This design comes from an exercise in tuning for small area on the open sky130 flow, not from production work. No activity file was given, so power comes from the tool's default toggle rates.

==> flow/design.v <==
`default_nettype none
module led_fa(input a, input b, input c, output s, output co);
	assign s = a ^ b ^ c;
	assign co = (a & b) | (c & (a ^ b));
endmodule
module led_ha(input a, input b, output s, output co);
	assign s = a ^ b;
	assign co = a & b;
endmodule
module led_slice #(parameter U0 = 0) (    
	input clk,
	input rot,
	input rotn,    
	input run,
	input runn,    
	input l,
	input cu_i,
	input cdn_i,
	output cu_o,
	output cdn_o
);
	reg u, dn, zn;
	wire su, sdn;
	generate if (U0) begin : h
		led_ha fu (u, l, su, cu_o);
	end else begin : f
		led_fa fu (u, l, cu_i, su, cu_o);
	end endgenerate
	led_fa fd (dn, l, cdn_i, sdn, cdn_o);
	always @(posedge clk) begin
		u <= ~rotn & ~zn | run & su;
		dn <= (~rot | ~su) & (runn | sdn);
		zn <= (rotn | sdn) & (runn | zn);
	end
endmodule
module led_cycler(
	input clk,
	input rst,
	input tick,
	input rst_d,
	input tick_d,
	input [16:0] g0,       
	input [16:8] g1,       
	input g1z,             
	output [2:0] is_u,     
	output [2:0] is_d,     
	output cu,             
	output cd              
);
parameter SOFFSET = 0;
parameter SSTART = 0;
	localparam LO = 7;
	localparam HI = 16 - LO;
	localparam [16:0] LAST = 17'd65536 - SOFFSET;    
	localparam [15:0] K1 = SOFFSET;                   
	localparam [15:0] K2 = SOFFSET - 1;               
	reg first0, w0, first1, w1;
	reg [1:0] ph;
	reg done;
	wire done0 = (g0 == LAST);
	always @(posedge clk) begin
		if (rst) begin
			first0 <= 1'b1;
			w0 <= 1'b0;
		end else if (tick) begin
			if (done0) begin
				first0 <= 1'b0;
				w0 <= (SOFFSET != 0);
			end else if (g0[16]) begin
				w0 <= 1'b0;
			end
		end
		first1 <= first0;
		w1 <= w0;
		done <= done0;
		if (rst_d)
			ph <= SSTART;
		else if (tick_d & done)
			ph <= (ph == 2'd2) ? 2'd0 : ph + 2'd1;
	end
	wire [15:0] k0 = {16{~first0}} & (w0 ? K2 : K1);
	wire [15:0] k1 = {16{~first1}} & (w1 ? K2 : K1);
	wire [16:0] cl;
	wire [15:0] lv;
	wire [LO:0] lv0;
	reg l_mid, cl_mid;
	assign cl[0] = 1'b0;
	genvar j;
	generate for (j = 0; j < 16; j = j + 1) begin : gl
		wire ga = j <= LO ? g0[j] : g1[j];
		wire kb = j <= LO ? k0[j] : k1[j];
		wire ci = j == LO + 1 ? cl_mid : cl[j];
		wire s;
		if (SOFFSET == 0) begin : z
			assign s = ga;
			assign cl[j+1] = 1'b0;
		end else if (j == 0) begin : b0
			if (K1[0] | (K2[0] & (SOFFSET != 0))) begin : h
				led_ha ha (ga, kb, s, cl[j+1]);
			end else begin : w
				assign s = ga;
				assign cl[j+1] = 1'b0;
			end
		end else if (K1[j] | (K2[j] & (SOFFSET != 0))) begin : f
			led_fa fa (ga, kb, ci, s, cl[j+1]);
		end else begin : h
			led_ha ha (ga, ci, s, cl[j+1]);
		end
		if (j <= LO) begin : lo
			assign lv0[j] = s;
			if (j < LO) begin : lo2
				assign lv[j] = s;
			end else begin : mid
				assign lv[j] = l_mid;
			end
		end else begin : hi
			assign lv[j] = s;
		end
	end endgenerate
	wire chg_n = ~rst & tick & done0;        
	wire chg = ~rst_d & tick_d & done;       
	wire lo_rot = ~rst & chg_n;
	wire lo_run = ~rst & ~chg_n;
	wire hi_rot = ~rst_d & chg;
	wire hi_run = ~rst_d & ~chg;
	wire [16:0] cuc, cdc;     
	reg cu_mid, cd_mid;
	assign cuc[0] = 1'b0;
	assign cdc[0] = ~first0;     
	generate for (j = 0; j < 16; j = j + 1) begin : gs
		if (j < LO) begin : lo
			led_slice #(.U0(j == 0)) sl (clk, lo_rot, ~lo_rot, lo_run, ~lo_run, lv[j],
				cuc[j], cdc[j], cuc[j+1], cdc[j+1]);
		end else begin : hi
			led_slice sl (clk, hi_rot, ~hi_rot, hi_run, ~hi_run, lv[j],
				j == LO ? cu_mid : cuc[j], j == LO ? cd_mid : cdc[j],
				cuc[j+1], cdc[j+1]);
		end
	end endgenerate
	always @(posedge clk) begin
		l_mid <= lv0[LO];
		cl_mid <= cl[LO+1];
		cu_mid <= cuc[LO];
		cd_mid <= cdc[LO];
	end
	assign cu = cuc[16];
	assign cd = ~cdc[16];
	wire zf = first1 & g1z;
	assign is_u = {ph == 2'd0, ph == 2'd2, ph == 2'd1};
	assign is_d = {ph == 2'd1, ph == 2'd0, ph == 2'd2} & {3{~zf}};
endmodule
module rgb_led(
	input  clk,
	input  rst,
	input  tick,
	output [10:0] ledc,
	output [2:0] leda
);
	reg rst_d, tick_d;
	always @(posedge clk) begin
		rst_d <= rst;
		tick_d <= tick;
	end
	reg [16:0] g0;
	reg [16:8] g1;
	reg g1z;
	always @(posedge clk) begin
		g0 <= rst ? 17'd0 : ~tick ? g0 : g0[16] ? 17'd0 : g0 + 17'd1;
		g1 <= g0[16:8];
		g1z <= ~|g0[15:0];
	end
	wire [2:0] iu [0:10];
	wire [2:0] id [0:10];
	wire [10:0] cu, cd;
	led_cycler #(.SOFFSET(0),     .SSTART(0)) ledcyc0  (clk, rst, tick, rst_d, tick_d, g0, g1, g1z, iu[0],  id[0],  cu[0],  cd[0]);
	led_cycler #(.SOFFSET(17873), .SSTART(0)) ledcyc1  (clk, rst, tick, rst_d, tick_d, g0, g1, g1z, iu[1],  id[1],  cu[1],  cd[1]);
	led_cycler #(.SOFFSET(35746), .SSTART(0)) ledcyc2  (clk, rst, tick, rst_d, tick_d, g0, g1, g1z, iu[2],  id[2],  cu[2],  cd[2]);
	led_cycler #(.SOFFSET(53619), .SSTART(0)) ledcyc3  (clk, rst, tick, rst_d, tick_d, g0, g1, g1z, iu[3],  id[3],  cu[3],  cd[3]);
	led_cycler #(.SOFFSET(5957),  .SSTART(1)) ledcyc4  (clk, rst, tick, rst_d, tick_d, g0, g1, g1z, iu[4],  id[4],  cu[4],  cd[4]);
	led_cycler #(.SOFFSET(23830), .SSTART(1)) ledcyc5  (clk, rst, tick, rst_d, tick_d, g0, g1, g1z, iu[5],  id[5],  cu[5],  cd[5]);
	led_cycler #(.SOFFSET(41704), .SSTART(1)) ledcyc6  (clk, rst, tick, rst_d, tick_d, g0, g1, g1z, iu[6],  id[6],  cu[6],  cd[6]);
	led_cycler #(.SOFFSET(59577), .SSTART(1)) ledcyc7  (clk, rst, tick, rst_d, tick_d, g0, g1, g1z, iu[7],  id[7],  cu[7],  cd[7]);
	led_cycler #(.SOFFSET(11915), .SSTART(2)) ledcyc8  (clk, rst, tick, rst_d, tick_d, g0, g1, g1z, iu[8],  id[8],  cu[8],  cd[8]);
	led_cycler #(.SOFFSET(29788), .SSTART(2)) ledcyc9  (clk, rst, tick, rst_d, tick_d, g0, g1, g1z, iu[9],  id[9],  cu[9],  cd[9]);
	led_cycler #(.SOFFSET(47661), .SSTART(2)) ledcyc10 (clk, rst, tick, rst_d, tick_d, g0, g1, g1z, iu[10], id[10], cu[10], cd[10]);
	reg [9:0] timer;
	reg [1:0] col;
	always @(posedge clk) begin
		if (rst) begin
			timer <= 0;
			col <= 2'd3;
		end else begin
			timer <= timer + 1'b1;
			case (col)
				2'd3: col <= 2'd0;
				2'd0: if (timer == 0) col <= 2'd1;
				2'd1: if (timer == 0) col <= 2'd2;
				default: if (timer == 0) col <= 2'd0;
			endcase
		end
	end
	wire [2:0] leda_w = {col == 2'd2, col == 2'd1, col[1] == col[0]};
	localparam R = 0, G = 1, B = 2;
	localparam [21:0] MAP0 = {2'd1, 2'd1, 2'd0, 2'd0, 2'd2, 2'd2, 2'd1, 2'd2, 2'd1, 2'd2, 2'd1};
	localparam [21:0] MAP1 = {2'd0, 2'd0, 2'd1, 2'd1, 2'd0, 2'd0, 2'd0, 2'd0, 2'd0, 2'd0, 2'd0};
	localparam [21:0] MAP2 = {2'd2, 2'd2, 2'd2, 2'd2, 2'd1, 2'd1, 2'd2, 2'd1, 2'd2, 2'd1, 2'd2};
	reg [10:0] led_out_latch;
	wire [10:0] latch_n;
	genvar i;
	generate for (i = 0; i < 11; i = i + 1) begin : gled
		wire [2:0] u = iu[i];
		wire [2:0] d = id[i];
		wire su = leda_w[0] & u[MAP0[2*i +: 2]] | leda_w[1] & u[MAP1[2*i +: 2]] | leda_w[2] & u[MAP2[2*i +: 2]];
		wire sd = leda_w[0] & d[MAP0[2*i +: 2]] | leda_w[1] & d[MAP1[2*i +: 2]] | leda_w[2] & d[MAP2[2*i +: 2]];
		wire su_r = su & ~rst, sd_r = sd & ~rst, one = rst_d & ~rst;
		assign latch_n[i] = su_r & cu[i] | sd_r & cd[i] | one;
	end endgenerate
	always @(posedge clk)
		led_out_latch <= latch_n;
	assign ledc = led_out_latch;
	assign leda = leda_w;
endmodule  
clock: 5.0 ns
lec_check: 0
cap_margin: 20
core_margin: 2
core_utilization: 72
cts_buf_list: sky130_fd_sc_hd__clkbuf_8
cts_cluster_diameter: 70
cts_cluster_size: 16
gpl_timing_driven: 0
place_density: 0.8
slew_margin: 20
synth_hierarchical: 1
synth_minimum_keep_size: 0
run.sh (not shown) runs the stock make flow with config.mk's settings and CLKGATE_MAP_FILE= SYNTH_SCRIPT=/design/flow/synth_recipe.tcl, a recipe that flattens the netlist after the stock synthesis.
The first run passed the timing, DRC and antenna checks.
Rerun with:
--- a/flow/design.v
+++ b/flow/design.v
@@ -47,11 +47,11 @@
 	output cu,             
 	output cd              
 );
 parameter SOFFSET = 0;
 parameter SSTART = 0;
-	localparam LO = 7;
+	localparam LO = 9;
 	localparam HI = 16 - LO;
 	localparam [16:0] LAST = 17'd65536 - SOFFSET;    
 	localparam [15:0] K1 = SOFFSET;                   
 	localparam [15:0] K2 = SOFFSET - 1;               
 	reg first0, w0, first1, w1;
The changed run completed with no timing, DRC or antenna violations.
Clock power decreases by a few percent.
Clock-buffer cell count came out lower by 3.
Synthesized cell count is about the same.
Fmax came out higher slightly.
Power went down slightly.
Cell count shrinks slightly.
Design area barely changes.
Global-route usage is about the same.
Sequential share of layout area is about the same.
Worst setup slack gets better by 0.019 ns.
No functional check of the RTL was part of any run of this note.

afterwards: timing with drivers on the ports:
How much do the figures lean on ideal ports? The routed layouts below were timed once more, with nothing changed but the port constraints.
Step 1 sets driving cells, clkbuf_16 on the clock port and buf_2 on the other inputs (assumed; they add their load-dependent delay and slew).
Step 2 moves the port delays by t, midway between the first and last clock arrival at a register: inputs arrive t later, outputs are due t later. That takes back most of the time a late clock gives input paths.
Three values: no drivers, after step 1, after step 2; two values: the first two.
| run | shift t [ns] | setup slack, ns | cell pins on the clock port's net |
|---|---|---|---|
| the first run | 0.732 | 0.074 / 0.074 / 0.074 | 1 |
| the second run | 0.724 | 0.094 / 0.094 / 0.094 | 1 |
After both steps every run listed still meets setup and hold.
